This is an optimization exercise on Yosys and OpenROAD, whose aim is small area and a short achievable clock period, not a production implementation.
RTL that was checked went through simulation tests only; none was proved equivalent to the original.
Power and IR drop assume default switching activity.

==> run a: inputs <==
// STDPmodel_4PWL
module STDPmodel_4PWL
(reset, clk, A_pre, A_post, start_replay_phase, W_previous, W_new);
	input reset;
	input clk;
	input A_pre;
	input A_post;
	input start_replay_phase;
	input  [31:0] W_previous;
	output [31:0] W_new;
	reg    [31:0] W_new;
	localparam [31:0] W_MAX = 32'h0020_0000;
	reg [2:0] Count_pre, Count_post;
	always @(posedge clk)
	  if (reset)              Count_pre <= 3'd0;
	  else if (A_pre)         Count_pre <= 3'd6;
	  else if (Count_pre!=0)  Count_pre <= Count_pre - 3'd1;
	always @(posedge clk)
	  if (reset)              Count_post <= 3'd0;
	  else if (A_post)        Count_post <= 3'd6;
	  else if (Count_post!=0) Count_post <= Count_post - 3'd1;
	wire nz_next = !reset && (A_pre || Count_pre > 3'd1) && (A_post || Count_post > 3'd1);
	reg nz;
	always @(posedge clk) nz <= nz_next;
	wire AdaptW = nz && !reset;
	wire [2:0] Delta_Count = Count_post - Count_pre;
	wire d2 = Delta_Count[2];
	wire [2:0] abs_dc = d2 ? (3'd0 - Delta_Count) : Delta_Count;
	reg AdaptW_2, AdaptW_3, AdaptW_4;
	reg sign_dt_hold, sign_dt_q2, sign_dt_q3, sign_dt_q4;
	wire sign_dt_s1 = AdaptW ? d2 : (AdaptW_4 ? sign_dt_hold : 1'b0);
	always @(posedge clk)
	  if (reset) begin
	    AdaptW_2 <= 1'b0; AdaptW_3 <= 1'b0; AdaptW_4 <= 1'b0;
	    sign_dt_hold <= 1'b0;
	    sign_dt_q2 <= 1'b0; sign_dt_q3 <= 1'b0; sign_dt_q4 <= 1'b0;
	  end else begin
	    AdaptW_2 <= AdaptW; AdaptW_3 <= AdaptW_2; AdaptW_4 <= AdaptW_3;
	    sign_dt_hold <= sign_dt_s1;
	    sign_dt_q2 <= sign_dt_s1; sign_dt_q3 <= sign_dt_q2; sign_dt_q4 <= sign_dt_q3;
	  end
	function [31:0] wmax_minus_mask;
	  input [31:0] x;
	  integer i;
	  reg b;
	  begin
	    b = 1'b0;
	    for (i = 0; i < 32; i = i + 1) begin
	      wmax_minus_mask[i] = W_MAX[i] ^ b;
	      b = W_MAX[i] ? (x[i] & b) : (x[i] | b);
	    end
	  end
	endfunction
  ...
==> flow/config.mk <==
export PLATFORM = sky130hd
export DESIGN_NAME = STDPmodel_4PWL
export DESIGN_NICKNAME = STDPmodel_4PWL
export VERILOG_FILES = /design/flow/design.v
export SDC_FILE = /design/flow/constraint.sdc
export NUM_CORES = 4
export LEC_CHECK = 0
export CAP_MARGIN = 20
export CORE_MARGIN = 2
export CORE_UTILIZATION = 40
export SETUP_SLACK_MARGIN = 5
export SLEW_MARGIN = 20
==> flow/constraint.sdc <==
create_clock -name core_clock -period 7.5 [get_ports {clk}]
set_input_delay 1.5000 -clock core_clock [delete_from_list [all_inputs] [get_ports {clk}]]
set_output_delay 1.5000 -clock core_clock [all_outputs]
set_load 0.01 [all_outputs]
run.sh (not shown) runs the stock make flow with config.mk's settings and CLKGATE_MAP_FILE= SYNTH_SCRIPT=/design/flow/synth_recipe.tcl, a recipe that flattens the netlist after the stock synthesis.
==> inputs of run b, as changes to run a <==
--- a/flow/design.v
+++ b/flow/design.v
@@ -46,17 +46,17 @@
 	  if (reset)              Count_pre <= 3'd0;
 	  else if (A_pre)         Count_pre <= 3'd6;
 	  else if (Count_pre!=0)  Count_pre <= Count_pre - 3'd1;
 	always @(posedge clk)
 	  if (reset)              Count_post <= 3'd0;
 	  else if (A_post)        Count_post <= 3'd6;
 	  else if (Count_post!=0) Count_post <= Count_post - 3'd1;
-	wire nz_next = !reset && (A_pre || Count_pre > 3'd1) && (A_post || Count_post > 3'd1);
 	reg nz;
-	always @(posedge clk) nz <= nz_next;
+	always @(posedge clk)
+	  nz <= !reset && (A_pre || Count_pre > 3'd1) && (A_post || Count_post > 3'd1);
 	wire AdaptW = nz && !reset;
 	wire [2:0] Delta_Count = Count_post - Count_pre;
 	wire d2 = Delta_Count[2];
 	wire [2:0] abs_dc = d2 ? (3'd0 - Delta_Count) : Delta_Count;
 	reg AdaptW_2, AdaptW_3, AdaptW_4;
 	reg sign_dt_hold, sign_dt_q2, sign_dt_q3, sign_dt_q4;
 	wire sign_dt_s1 = AdaptW ? d2 : (AdaptW_4 ? sign_dt_hold : 1'b0);
@@ -79,35 +79,30 @@
 	    for (i = 0; i < 32; i = i + 1) begin
 	      wmax_minus_mask[i] = W_MAX[i] ^ b;
 	      b = W_MAX[i] ? (x[i] & b) : (x[i] | b);
 	    end
 	  end
 	endfunction
 	wire [31:0] ws_in = W_previous ^ ({32{~d2}} & wmax_minus_mask(W_previous));
-	reg  [31:0] Ws_q1, W_previous_q2, base_q;
-	reg  g1, v1, v2;
-	wire [31:0] w_q1 = Ws_q1 ^ ({32{~g1}} & wmax_minus_mask(Ws_q1));
+	reg  [31:0] Ws_q1, W_previous_q2, W_previous_q3;
+	reg  g1;
+	wire [31:0] w_q1  = Ws_q1 ^ ({32{~g1}} & wmax_minus_mask(Ws_q1));
 	always @(posedge clk)
 	  if (nz) begin
 	    Ws_q1 <= ws_in;  g1 <= d2;
 	    W_previous_q2 <= w_q1;
+	    W_previous_q3 <= W_previous_q2;
 	  end
+	reg v1, v2, v3;
 	always @(posedge clk)
 	  if (reset) begin
-	    v1 <= 1'b0; v2 <= 1'b0;
+	    v1 <= 1'b0; v2 <= 1'b0; v3 <= 1'b0;
 	  end else if (nz) begin
-	    v1 <= 1'b1; v2 <= v1;
+	    v1 <= 1'b1; v2 <= v1; v3 <= v2;
 	  end
-	wire [31:0] q2_next = nz ? w_q1 : W_previous_q2;
-	wire        v2_next = nz ? v1 : v2;
-	always @(posedge clk)
-	  if (reset)
-	    base_q <= 32'd0;
-	  else if (nz_next)
-	    base_q <= v2_next ? q2_next : 32'd0;
 	wire [3:0]  codeT = {d2, abs_dc};
 	reg         sgn2;
 	always @(posedge clk) sgn2 <= d2;
 	wire [31:0] ws = Ws_q1;
 	reg [23:0] kc;
 	always @(posedge clk)
 	  case (codeT)
@@ -564,15 +559,17 @@
 	reg [27:0] P3a, P3b;
 	reg        sgn3;
 	always @(posedge clk) begin
 	  P3a  <= prod_a;
 	  P3b  <= prod_b;
 	  sgn3 <= sgn2;
 	end
-	wire [31:0] bx = base_q ^ {32{sgn3}};
+	wire [31:0] base = nz ? (v2 ? W_previous_q2 : 32'd0)
+	                      : (v3 ? W_previous_q3 : 32'd0);
+	wire [31:0] bx = base ^ {32{sgn3}};
 	wire [27:0] cs_s = bx[27:0] ^ P3a ^ P3b;
 	wire [27:0] cs_c = (bx[27:0] & P3a) | (bx[27:0] & P3b) | (P3a & P3b);
 	wire [31:0] r = {bx[31:28], cs_s} + {3'd0, cs_c, 1'b0};
 	reg  [31:0] WB4;
 	always @(posedge clk)
 	  WB4 <= r ^ {32{sgn3}};
 	wire [31:0] W_B = AdaptW_4 ? WB4 : W_previous;
==> results.txt <==
quantity	run a	run b
Final non-clock buffer share	0.124	0.128
Core Footprint	0.0399 mm²	0.0408 mm²
R2R Setup Slk	3630 ps	3880 ps
Status	complete, no violations	complete, no violations
Pin count of the biggest net entering global routing	62	54
Syn nets	1,961	1,903
Tap cell count	525	532
Portion of total power attributed to combinational logic	0.655	0.661
Critical path data required time	7800 ps	7990 ps
Count of buffering cells on the critical path with inverters included	1	2
P&R area growth vs syn	33.2%	33.6%
XOR/XNOR share of the synthesized area	0.0873	0.0806
Data arrival, critical path	5220 ps	4110 ps
No functional check of the RTL was part of any run of this note.

---

==> run B: inputs <==
STDPmodel_4PWL with an RTL version that a note above also has.
clock: 7.5 ns
lec_check: 0
cap_margin: 20
core_margin: 2
core_utilization: 40
setup_slack_margin: 4
slew_margin: 20
==> inputs of run E, as changes to run B <==
--- a/flow/design.v
+++ b/flow/design.v
@@ -67,28 +67,16 @@
 	    sign_dt_q2 <= 1'b0; sign_dt_q3 <= 1'b0; sign_dt_q4 <= 1'b0;
 	  end else begin
 	    AdaptW_2 <= AdaptW; AdaptW_3 <= AdaptW_2; AdaptW_4 <= AdaptW_3;
 	    sign_dt_hold <= sign_dt_s1;
 	    sign_dt_q2 <= sign_dt_s1; sign_dt_q3 <= sign_dt_q2; sign_dt_q4 <= sign_dt_q3;
 	  end
-	function [31:0] wmax_minus_mask;
-	  input [31:0] x;
-	  integer i;
-	  reg b;
-	  begin
-	    b = 1'b0;
-	    for (i = 0; i < 32; i = i + 1) begin
-	      wmax_minus_mask[i] = W_MAX[i] ^ b;
-	      b = W_MAX[i] ? (x[i] & b) : (x[i] | b);
-	    end
-	  end
-	endfunction
-	wire [31:0] ws_in = W_previous ^ ({32{~d2}} & wmax_minus_mask(W_previous));
+	wire [31:0] ws_in = d2 ? W_previous : (W_MAX - W_previous);
 	reg  [31:0] Ws_q1, W_previous_q2, W_previous_q3;
 	reg  g1;
-	wire [31:0] w_q1  = Ws_q1 ^ ({32{~g1}} & wmax_minus_mask(Ws_q1));
+	wire [31:0] w_q1  = g1 ? Ws_q1 : (W_MAX - Ws_q1);
 	always @(posedge clk)
 	  if (nz) begin
 	    Ws_q1 <= ws_in;  g1 <= d2;
 	    W_previous_q2 <= w_q1;
 	    W_previous_q3 <= W_previous_q2;
 	  end
@@ -100,23 +88,23 @@
 	    v1 <= 1'b1; v2 <= v1; v3 <= v2;
 	  end
 	wire [3:0]  codeT = {d2, abs_dc};
 	reg         sgn2;
 	always @(posedge clk) sgn2 <= d2;
 	wire [31:0] ws = Ws_q1;
-	reg [23:0] kc;
+	reg [6:0] seg;
 	always @(posedge clk)
 	  case (codeT)
-	    4'b1001: kc <= 24'b101011110010110111000110;
-	    4'b1010: kc <= 24'b010011101010011011000110;
-	    4'b1011: kc <= 24'b111101100110000011000110;
-	    4'b1100: kc <= 24'b100101011111101110011000;
-	    4'b0001: kc <= 24'b010011010111000010101011;
-	    4'b0010: kc <= 24'b100101000011111001110011;
-	    4'b0011: kc <= 24'b110110110010110101000011;
-	    default: kc <= 24'b0;
+	    4'b1001: seg <= 7'b0000001;
+	    4'b1010: seg <= 7'b0000010;
+	    4'b1011: seg <= 7'b0000100;
+	    4'b1100: seg <= 7'b0001000;
+	    4'b0001: seg <= 7'b0010000;
+	    4'b0010: seg <= 7'b0100000;
+	    4'b0011: seg <= 7'b1000000;
+	    default: seg <= 7'b0;
 	  endcase
 	wire z5_1 = (ws[5] & ~ws[6]);
 	wire z5_2 = (~ws[5] & ws[6]);
 	wire z5_3 = (ws[5] & ws[6]);
 	wire z7_1 = (ws[7] & ~ws[8]);
 	wire z7_2 = (~ws[7] & ws[8]);
@@ -153,36 +141,36 @@
 	wire z27_3 = (ws[27] & ws[28]);
 	wire z29_1 = (ws[29] & ~ws[30]);
 	wire z29_2 = (~ws[29] & ws[30]);
 	wire z29_3 = (ws[29] & ws[30]);
 	wire z31_1 = ws[31];
 	wire z31_3 = (ws[31] & ws[32]);
-	wire k0 = kc[0];
-	wire k1 = kc[1];
-	wire k2 = kc[2];
-	wire k3 = kc[3];
-	wire k4 = kc[4];
-	wire k5 = kc[5];
-	wire k6 = kc[6];
-	wire k7 = kc[7];
-	wire k8 = kc[8];
-	wire k9 = kc[9];
-	wire k10 = kc[10];
-	wire k11 = kc[11];
-	wire k12 = kc[12];
-	wire k13 = kc[13];
-	wire k14 = kc[14];
-	wire k15 = kc[15];
-	wire k16 = kc[16];
-	wire k17 = kc[17];
-	wire k18 = kc[18];
-	wire k19 = kc[19];
-	wire k20 = kc[20];
-	wire k21 = kc[21];
-	wire k22 = kc[22];
-	wire k23 = kc[23];
+	wire k0 = seg[4] | seg[5] | seg[6];
+	wire k1 = seg[0] | seg[1] | seg[2] | seg[4] | seg[5] | seg[6];
+	wire k2 = seg[0] | seg[1] | seg[2];
+	wire k3 = seg[3] | seg[4];
+	wire k4 = seg[3] | seg[5];
+	wire k5 = seg[4] | seg[5];
+	wire k6 = seg[0] | seg[1] | seg[2] | seg[5] | seg[6];
+	wire k7 = seg[0] | seg[1] | seg[2] | seg[3] | seg[4];
+	wire k8 = seg[0] | seg[3] | seg[6];
+	wire k9 = seg[1] | seg[3] | seg[5];
+	wire k10 = seg[0] | seg[1] | seg[5] | seg[6];
+	wire k11 = seg[0] | seg[3] | seg[5] | seg[6];
+	wire k12 = seg[3] | seg[4] | seg[5];
+	wire k13 = seg[0] | seg[1] | seg[2] | seg[3] | seg[4] | seg[5] | seg[6];
+	wire k14 = seg[2] | seg[3] | seg[4];
+	wire k15 = seg[1] | seg[3];
+	wire k16 = seg[0] | seg[3] | seg[4] | seg[6];
+	wire k17 = seg[0] | seg[1] | seg[2] | seg[6];
+	wire k18 = seg[0] | seg[1] | seg[2] | seg[3] | seg[4] | seg[5];
+	wire k19 = seg[0] | seg[1] | seg[4] | seg[6];
+	wire k20 = seg[2] | seg[3] | seg[5] | seg[6];
+	wire k21 = seg[0] | seg[2];
+	wire k22 = seg[1] | seg[2] | seg[4] | seg[6];
+	wire k23 = seg[0] | seg[2] | seg[3] | seg[5] | seg[6];
 	wire pp5_0 = (z5_1 & k0) | (z5_2 & k1) | (z5_3 & k2);
 	wire pp5_1 = (z5_2 & k0);
 	wire pp5_2 = (z5_3 & k0);
 	wire pp7_0 = (z7_1 & k3) | (z7_2 & k4) | (z7_3 & k5);
 	wire pp7_1 = (z7_1 & k1) | (z7_2 & k3) | (z7_3 & k6);
 	wire pp7_2 = (z7_1 & k0) | (z7_2 & k1) | (z7_3 & k7);
@@ -562,16 +550,13 @@
 	  P3a  <= prod_a;
 	  P3b  <= prod_b;
 	  sgn3 <= sgn2;
 	end
 	wire [31:0] base = nz ? (v2 ? W_previous_q2 : 32'd0)
 	                      : (v3 ? W_previous_q3 : 32'd0);
-	wire [31:0] bx = base ^ {32{sgn3}};
-	wire [27:0] cs_s = bx[27:0] ^ P3a ^ P3b;
-	wire [27:0] cs_c = (bx[27:0] & P3a) | (bx[27:0] & P3b) | (P3a & P3b);
-	wire [31:0] r = {bx[31:28], cs_s} + {3'd0, cs_c, 1'b0};
+	wire [31:0] r = (base ^ {32{sgn3}}) + {4'd0, P3a} + {4'd0, P3b};
 	reg  [31:0] WB4;
 	always @(posedge clk)
 	  WB4 <= r ^ {32{sgn3}};
 	wire [31:0] W_B = AdaptW_4 ? WB4 : W_previous;
 	always @(posedge clk)
 	  if (start_replay_phase && (AdaptW_4 || AdaptW) && W_B[31])
ABC_CLOCK_PERIOD_IN_PS = 3500   (was unset)
SETUP_SLACK_MARGIN = 3.0   (was 4)
==> inputs of run H, as changes to run B <==
--- a/flow/design.v
+++ b/flow/design.v
@@ -47,15 +47,15 @@
 	  else if (A_pre)         Count_pre <= 3'd6;
 	  else if (Count_pre!=0)  Count_pre <= Count_pre - 3'd1;
 	always @(posedge clk)
 	  if (reset)              Count_post <= 3'd0;
 	  else if (A_post)        Count_post <= 3'd6;
 	  else if (Count_post!=0) Count_post <= Count_post - 3'd1;
+	wire nz_next = !reset && (A_pre || Count_pre > 3'd1) && (A_post || Count_post > 3'd1);
 	reg nz;
-	always @(posedge clk)
-	  nz <= !reset && (A_pre || Count_pre > 3'd1) && (A_post || Count_post > 3'd1);
+	always @(posedge clk) nz <= nz_next;
 	wire AdaptW = nz && !reset;
 	wire [2:0] Delta_Count = Count_post - Count_pre;
 	wire d2 = Delta_Count[2];
 	wire [2:0] abs_dc = d2 ? (3'd0 - Delta_Count) : Delta_Count;
 	reg AdaptW_2, AdaptW_3, AdaptW_4;
 	reg sign_dt_hold, sign_dt_q2, sign_dt_q3, sign_dt_q4;
@@ -80,28 +80,33 @@
 	      wmax_minus_mask[i] = W_MAX[i] ^ b;
 	      b = W_MAX[i] ? (x[i] & b) : (x[i] | b);
 	    end
 	  end
 	endfunction
 	wire [31:0] ws_in = W_previous ^ ({32{~d2}} & wmax_minus_mask(W_previous));
-	reg  [31:0] Ws_q1, W_previous_q2, W_previous_q3;
-	reg  g1;
-	wire [31:0] w_q1  = Ws_q1 ^ ({32{~g1}} & wmax_minus_mask(Ws_q1));
+	reg  [31:0] Ws_q1, W_previous_q2, base_q;
+	reg  g1, v1, v2;
+	wire [31:0] w_q1 = Ws_q1 ^ ({32{~g1}} & wmax_minus_mask(Ws_q1));
 	always @(posedge clk)
 	  if (nz) begin
 	    Ws_q1 <= ws_in;  g1 <= d2;
 	    W_previous_q2 <= w_q1;
-	    W_previous_q3 <= W_previous_q2;
 	  end
-	reg v1, v2, v3;
 	always @(posedge clk)
 	  if (reset) begin
-	    v1 <= 1'b0; v2 <= 1'b0; v3 <= 1'b0;
+	    v1 <= 1'b0; v2 <= 1'b0;
 	  end else if (nz) begin
-	    v1 <= 1'b1; v2 <= v1; v3 <= v2;
+	    v1 <= 1'b1; v2 <= v1;
 	  end
+	wire [31:0] q2_next = nz ? w_q1 : W_previous_q2;
+	wire        v2_next = nz ? v1 : v2;
+	always @(posedge clk)
+	  if (reset)
+	    base_q <= 32'd0;
+	  else if (nz_next)
+	    base_q <= v2_next ? q2_next : 32'd0;
 	wire [3:0]  codeT = {d2, abs_dc};
 	reg         sgn2;
 	always @(posedge clk) sgn2 <= d2;
 	wire [31:0] ws = Ws_q1;
 	reg [23:0] kc;
 	always @(posedge clk)
@@ -560,15 +565,13 @@
 	reg        sgn3;
 	always @(posedge clk) begin
 	  P3a  <= prod_a;
 	  P3b  <= prod_b;
 	  sgn3 <= sgn2;
 	end
-	wire [31:0] base = nz ? (v2 ? W_previous_q2 : 32'd0)
-	                      : (v3 ? W_previous_q3 : 32'd0);
-	wire [31:0] bx = base ^ {32{sgn3}};
+	wire [31:0] bx = base_q ^ {32{sgn3}};
 	wire [27:0] cs_s = bx[27:0] ^ P3a ^ P3b;
 	wire [27:0] cs_c = (bx[27:0] & P3a) | (bx[27:0] & P3b) | (P3a & P3b);
 	wire [31:0] r = {bx[31:28], cs_s} + {3'd0, cs_c, 1'b0};
 	reg  [31:0] WB4;
 	always @(posedge clk)
 	  WB4 <= r ^ {32{sgn3}};
==> results.txt <==
item                                                               run B     run E          run H
Outcome                                         timing/DRC/antenna clean  timing/DRC/antenna clean  timing/DRC/antenna clean
Destination of the critical timing path                          WB4[17]   P3a[16]      Ws_q1[26]
Pre-CTS WS                                                       2810 ps   2480 ps        1500 ps
Switching share of total power                                     42.8%     45.4%          41.6%
Global-route wire length before repair                           71.3 mm   71.0 mm        69.3 mm
Final cell count without fillers                                    2322      2230           2362
Crit path arrival time                                           4000 ps   4740 ps        5290 ps
Power in sequential cells                                        2.28 mW   2.10 mW        2.19 mW
Worst R2R Setup Slack                                            3930 ps   3150 ps        3560 ps
Setup repair after global routing missed its margin                 true     false           true
WP data required                                                 7930 ps   7900 ps        7790 ps
Buffers outside the clock class                                      158        91            160
HPWL after DPL                                                   30.7 mm   33.8 mm        29.1 mm
Number of placement rows                                              74        72             73
M1 GR Usage                                                        26.7%     31.0%          27.0%
Number of enable-type register cells in the synthesized netlist       97        97             33
Launching element of the worst setup path                             nz    seg[2]  W_previous[0]
Cell accounting for the most synthesized area                    dfxtp_1  edfxtp_1        dfxtp_1
Fill cell count                                                     3721      3686           3701
Post CTS Setup Buffer Count                                           39         0             46
Initial core utilization                                           40.4%     40.7%          40.7%
P_leak                                                           8.41 nW   7.27 nW        8.61 nW
Sequential fraction of total cell area                             31.1%     32.5%          28.1%
Area added between synthesis and finish                            19.9%     12.8%          19.9%
Function not checked in run B and run H: the RTL went through the layout flow alone.

re-timing with driven ports:
How much do the figures lean on ideal ports? The routed layouts below were timed once more, with nothing changed but the port constraints.
Step 1 (the two cells are an assumption about what drives the block):
set clk [get_ports {clk}]
set_driving_cell -lib_cell sky130_fd_sc_hd__clkbuf_16 $clk
set_driving_cell -lib_cell sky130_fd_sc_hd__buf_2 [delete_from_list [all_inputs] $clk]
Step 2 times the ports against the registers' clock, not the clock port: input delays grow and output delays shrink by t, the midpoint of the rising clock arrivals with the driver on.
Three values: no drivers, after step 1, after step 2; two values: the first two.
run	shift t [ns]	slack for setup (ns)	worst data-port slew with drivers (ns)
run a of note 1	0.605	2.580 / 2.592 / 1.986	0.05
run b of note 1	0.605	3.876 / 3.876 / 3.610	0.05
run B of note 2	0.603	3.929 / 3.929 / 3.521	0.04
run E of note 2	0.593	3.155 / 3.155 / 2.951	0.06
run H of note 2	0.599	2.502 / 2.512 / 1.913	0.05
After both steps setup and hold are still met in every run listed. For run a of note 1, which loses most, drivers alone change the setup slack by +0.012 ns; drivers and shift together by -0.594 ns.
